From an optimization exercise on the open Yosys and OpenROAD flow, aimed at small area; shortcuts taken in it are not production practice. Only simulation tests tie the RTL to the original design; equivalence was not proved. The clock input has no modelled driver; a real chip could not lean on it and would need a root buffer or a full tree. Power and IR drop assume default switching activity.

==> flow/design.v <==
module top_logic_n_packs(
	input we,
	output led0,
	input led1,
	output reg led2,
	output reg led3,
	input reset,
	input tx_clk,
	input txinit_done,
	output [31:0] tx_data,
	output tx_k
);
localparam [1:0] F0 = 2'b00, FS2 = 2'b01, FP = 2'b11, FD = 2'b10;
reg [1:0] fsm;
reg [13:0] cq;        
wire [13:0] cnt = cq ^ 14'h2aaa;
reg [6:0] r;          
reg sync0, sync1;     
reg st, al;           
wire f7 = r[5] ^ r[6];
wire f9 = r[4] ^ r[6];
wire f12 = r[5] ^ r[0];
wire f13 = r[4] ^ r[1];
wire f83 = r[3] ^ r[1];
wire f96 = r[4] ^ r[0];
wire f4 = f12 ^ f83;
wire f6 = f12 ^ f13;
wire f10 = r[2] ^ f96;
wire f14 = f7 ^ f13;
wire f15 = r[5] ^ f13;
wire f16 = f7 ^ r[1];
wire f19 = f7 ^ r[3];
wire f23 = f9 ^ r[3];
wire f26 = r[2] ^ f83;
wire f31 = r[5] ^ f96;
wire f68 = r[0] ^ f83;
wire f0 = f6 ^ f7;
wire f3 = f9 ^ f10;
wire f5 = f10 ^ f83;
wire f11 = f4 ^ f10;
wire f17 = f10 ^ f16;
wire f18 = f4 ^ f16;
wire f20 = f13 ^ f19;
wire f22 = f4 ^ f96;
wire f24 = f4 ^ r[2];
wire f25 = f16 ^ r[2];
wire f28 = f14 ^ f26;
wire f30 = r[4] ^ f26;
wire f69 = f26 ^ r[0];
wire f70 = f14 ^ r[2];
wire f71 = f4 ^ f7;
wire f82 = f4 ^ f9;
wire f103 = r[5] ^ f23;
wire f27 = f3 ^ f31;
wire f29 = f0 ^ f10;
wire f72 = f5 ^ r[6];
wire f75 = f7 ^ f30;
wire f97 = f3 ^ r[1];
wire f116 = r[5] ^ f3;
wire [31:0] o = {f31, f30, f29, f28, f27, f26, f25, f24, f23, f22, r[3], f20, f19, f18, f17, f16, f15, f14, f13, f12, f11, f10, f9, r[6], f7, f6, f5, f4, f3, r[4], r[5], f0};   
wire [19:0] crc;
assign crc[0] = ~f19;
assign crc[1] = ~f83;
assign crc[2] = ~f116;
assign crc[3] = ~f71;
assign crc[4] = ~f97;
assign crc[5] = ~r[2];
assign crc[6] = f96;
assign crc[7] = f24;
assign crc[8] = ~f75;
assign crc[9] = r[0];
assign crc[10] = r[1];
assign crc[11] = ~f72;
assign crc[12] = f68;
assign crc[13] = ~f69;
assign crc[14] = f70;
assign crc[15] = ~f71;
assign crc[16] = ~f72;
assign crc[17] = f82;
assign crc[18] = ~f20;
assign crc[19] = f103;
wire in_s2 = (fsm == FS2);
wire post = (fsm == FP);
wire ph_s1 = post & ~cnt[0] & ~cnt[2];
wire ph_s2f = post & cnt[0] & cnt[2];
wire ph_s3 = post & cnt[1] & cnt[2];
wire ph_s4a = post & ~cnt[0] & ~cnt[1];
wire ph_s4b = post & cnt[0] & ~cnt[2];
wire term = cnt[0] & cnt[1] & cnt[2] & ~cnt[3] & cnt[4] & cnt[6] & cnt[7] & cnt[8] & cnt[10] & cnt[11] & cnt[12];   
wire first = r[0] & r[1] & ~r[4];   
wire last = ~r[0] & r[2];   
wire en = in_s2 | ph_s3 | (ph_s2f & first);
wire link = post | in_s2;
always @(posedge tx_clk) begin
	sync0 <= txinit_done;
	sync1 <= sync0;
	cq <= (((fsm == F0) | ph_s4b) ? 14'h2aaa : {cnt[12:0], cnt[13] ^ cnt[4] ^ cnt[2] ^ cnt[0]}) ^ 14'h2aaa;
	if (en) r <= {f103, f96, f97, f116, f30, r[3], f20};
	case (fsm)
		F0: if (we) fsm <= FP;
		FP: if (ph_s2f) fsm <= FS2; else if (ph_s4b & last) fsm <= FD;
		FS2: if (term) fsm <= FP;
		default: ;
	endcase
	if (sync1) st <= 1'b1;
	if (ph_s1 & (st | sync1)) al <= 1'b1;
	if (reset) begin
		fsm <= F0;
		r <= 7'd67;
		st <= 1'b0;
		al <= 1'b0;
	end
end
wire eop = al & ph_s4a;
wire sop = al & ph_s2f;
wire dat = al & (in_s2 | ph_s3);
wire idle = st & ~eop & ~sop & ~dat;
assign tx_k = st & ~dat;   
assign tx_data[31:28] = {4{dat}} & o[31:28];
assign tx_data[27:8] = ({20{eop}} & crc) | ({20{dat}} & o[27:8]);
assign tx_data[7:0] = ({8{eop}} & 8'hDC) | ({8{sop}} & 8'h3C) | ({8{idle}} & 8'hBC) | ({8{dat}} & o[7:0]);
assign led0 = txinit_done;
always @(*) begin
	led2 = link;
	led3 = we;
end
endmodule
clock: 5.0 ns
lec_check: 0
cap_margin: 20
core_margin: 2
core_utilization: 40
gpl_timing_driven: 0
place_density: 0.6
slew_margin: 20
standard.sh (not shown) runs the stock make flow with config.mk's settings and CLKGATE_MAP_FILE= SYNTH_SCRIPT=/design/flow/synth_recipe.tcl, a recipe that flattens the netlist after the stock synthesis.
==> flow/flow/run.sh <==
#!/bin/bash
# Own layout flow: the standard flow (standard.sh) with these changes:
#  - synthesis maps the logic with ABC using an area-recovery script (flow/area.abc) instead of
#    the speed script, and without buffers on pass-through wires (SYNTH_INSBUF=0); everything
#    else in the synthesis script is the standard flow's (synth_recipe.tcl), so the registers are the same;
#    adders are left to ABC too (ADDER_MAP_FILE empty: no half-adder cells from extract_fa);
#  - every flip-flop then gets the instance name the standard synthesis gives it (flow/rename_ffs.py,
#    matched by the register net it drives), as Yosys numbers some of them;
#  - ports get small buffers (buf_1), and the clock is one buffer (flow/pre_cts.tcl).
# Logs: ref_synth.log (standard synthesis), standard.log (the make run), orfs/logs (each step).
set -euo pipefail
W=$PWD
# 1. the standard synthesis, for its register names
sed "s#WORK_HOME=[^ ]*#WORK_HOME=$W/ref_orfs#" standard.sh > ref_standard.sh
grep -q "WORK_HOME=$W/ref_orfs" ref_standard.sh
bash ref_standard.sh synth > ref_synth.log 2>&1
REF=$(ls $W/ref_orfs/results/*/top_logic_n_packs/base/1_2_yosys.v)
# 2. own synthesis
{
  echo "proc abc {args} {"
  echo "  set i [lsearch -exact \$args -script]"
  echo "  if {\$i >= 0} { lset args [expr {\$i + 1}] $W/flow/area.abc }"
  echo "  yosys abc {*}\$args"
  echo "}"
  cat synth_recipe.tcl
} > own_synth.tcl
sed "s#SYNTH_SCRIPT=[^ ]*#SYNTH_SCRIPT=$W/own_synth.tcl#" standard.sh > own_standard.sh
grep -q "SYNTH_SCRIPT=$W/own_synth.tcl" own_standard.sh
bash own_standard.sh SYNTH_INSBUF=0 ADDER_MAP_FILE= synth > standard.log 2>&1
RES=$(dirname $(ls $W/orfs/results/*/top_logic_n_packs/base/1_2_yosys.v))
python3 flow/rename_ffs.py $REF $RES/1_2_yosys.v $RES/1_2_yosys.renamed.v > rename.log 2>&1
mv $RES/1_2_yosys.renamed.v $RES/1_2_yosys.v
rm -f $RES/1_synth.odb $RES/1_synth.sdc
# 3. the rest of the flow
export BUFFER_PORTS_ARGS="-buffer_cell sky130_fd_sc_hd__buf_1"
export PRE_CTS_TCL=$W/flow/pre_cts.tcl
bash own_standard.sh SYNTH_INSBUF=0 ADDER_MAP_FILE= finish >> standard.log 2>&1
Other scripts of this flow, unchanged in this note and not shown: flow/flow/area.abc, flow/flow/pre_cts.tcl, flow/flow/rename_ffs.py
The starting point completed without violations.
==> next run, changes <==
--- a/flow/design.v
+++ b/flow/design.v
@@ -81,20 +81,20 @@
 assign crc[19] = f103;
 wire in_s2 = (fsm == FS2);
 wire post = (fsm == FP);
-wire ph_s1 = post & ~cnt[0] & ~cnt[2];
-wire ph_s2f = post & cnt[0] & cnt[2];
-wire ph_s3 = post & cnt[1] & cnt[2];
-wire ph_s4a = post & ~cnt[0] & ~cnt[1];
-wire ph_s4b = post & cnt[0] & ~cnt[2];
-wire term = cnt[0] & cnt[1] & cnt[2] & ~cnt[3] & cnt[4] & cnt[6] & cnt[7] & cnt[8] & cnt[10] & cnt[11] & cnt[12];   
+wire ph_s1 = post & ~cnt[2];
+wire ph_s2f = post & cnt[0] & ~cnt[1];
+wire ph_s3 = post & cnt[0] & cnt[1];
+wire ph_s4a = post & ~cnt[0] & cnt[1] & cnt[2];
+wire ph_s4b = post & ~cnt[0] & ~cnt[1];
+wire term = cnt[0] & cnt[1] & ~cnt[2] & ~cnt[3] & cnt[4] & ~cnt[5] & ~cnt[6] & ~cnt[8] & cnt[9] & ~cnt[10] & ~cnt[12] & cnt[13];   
 wire first = r[0] & r[1] & ~r[4];   
 wire last = ~r[0] & r[2];   
 wire en = in_s2 | ph_s3 | (ph_s2f & first);
-wire link = post | in_s2;
+wire link = fsm[0];   
 always @(posedge tx_clk) begin
 	sync0 <= txinit_done;
 	sync1 <= sync0;
-	cq <= (((fsm == F0) | ph_s4b) ? 14'h2aaa : {cnt[12:0], cnt[13] ^ cnt[4] ^ cnt[2] ^ cnt[0]}) ^ 14'h2aaa;
+	cq <= (((fsm == F0) | ph_s4b) ? 14'h2aaa : {cnt[12:0], cnt[13] ^ cnt[12]}) ^ 14'h2aaa;
 	if (en) r <= {f103, f96, f97, f116, f30, r[3], f20};
 	case (fsm)
 		F0: if (we) fsm <= FP;
Effect: The changed run went through all stages and came out clean; via count is about the same; cell area came out lower slightly; first-iteration DRC count came out lower by a quarter to a third; worst setup slack gets worse by 0.038 ns; die area came out lower slightly; power came out higher by a quarter to a third; utilization came out lower by 0.26 points; sequential power came out higher by roughly a tenth; worst hold slack gets worse by 0.011 ns; cell count stays the same; sequential share of layout area came out higher by 0.17 points.
In every run of this note, the design's own scripts or RTL, not TritonCTS, make the clock network.

-- port drivers added, routing unchanged --
Ports are ideal in the flow. The routed layouts listed here were re-timed in OpenROAD. Step 1 sets driving cells, clkbuf_16 on the clock port and buf_2 on the other inputs (assumed; they add their load-dependent delay and slew). Step 2, shift: input delay + t, output delay - t, t = (earliest + latest rising clock arrival at the registers) / 2. This alone moves slack from input paths to output paths. a / b / c = ideal / step 1 / step 2; a / b = the first two.
run	t (ns)	slack for setup (ns)	worst setup path after step 2
the first run	0.185	1.351 / 1.322 / 1.507	register to output
the second run	0.183	1.313 / 1.284 / 1.467	register to output
After both steps setup and hold are still met in every run listed.
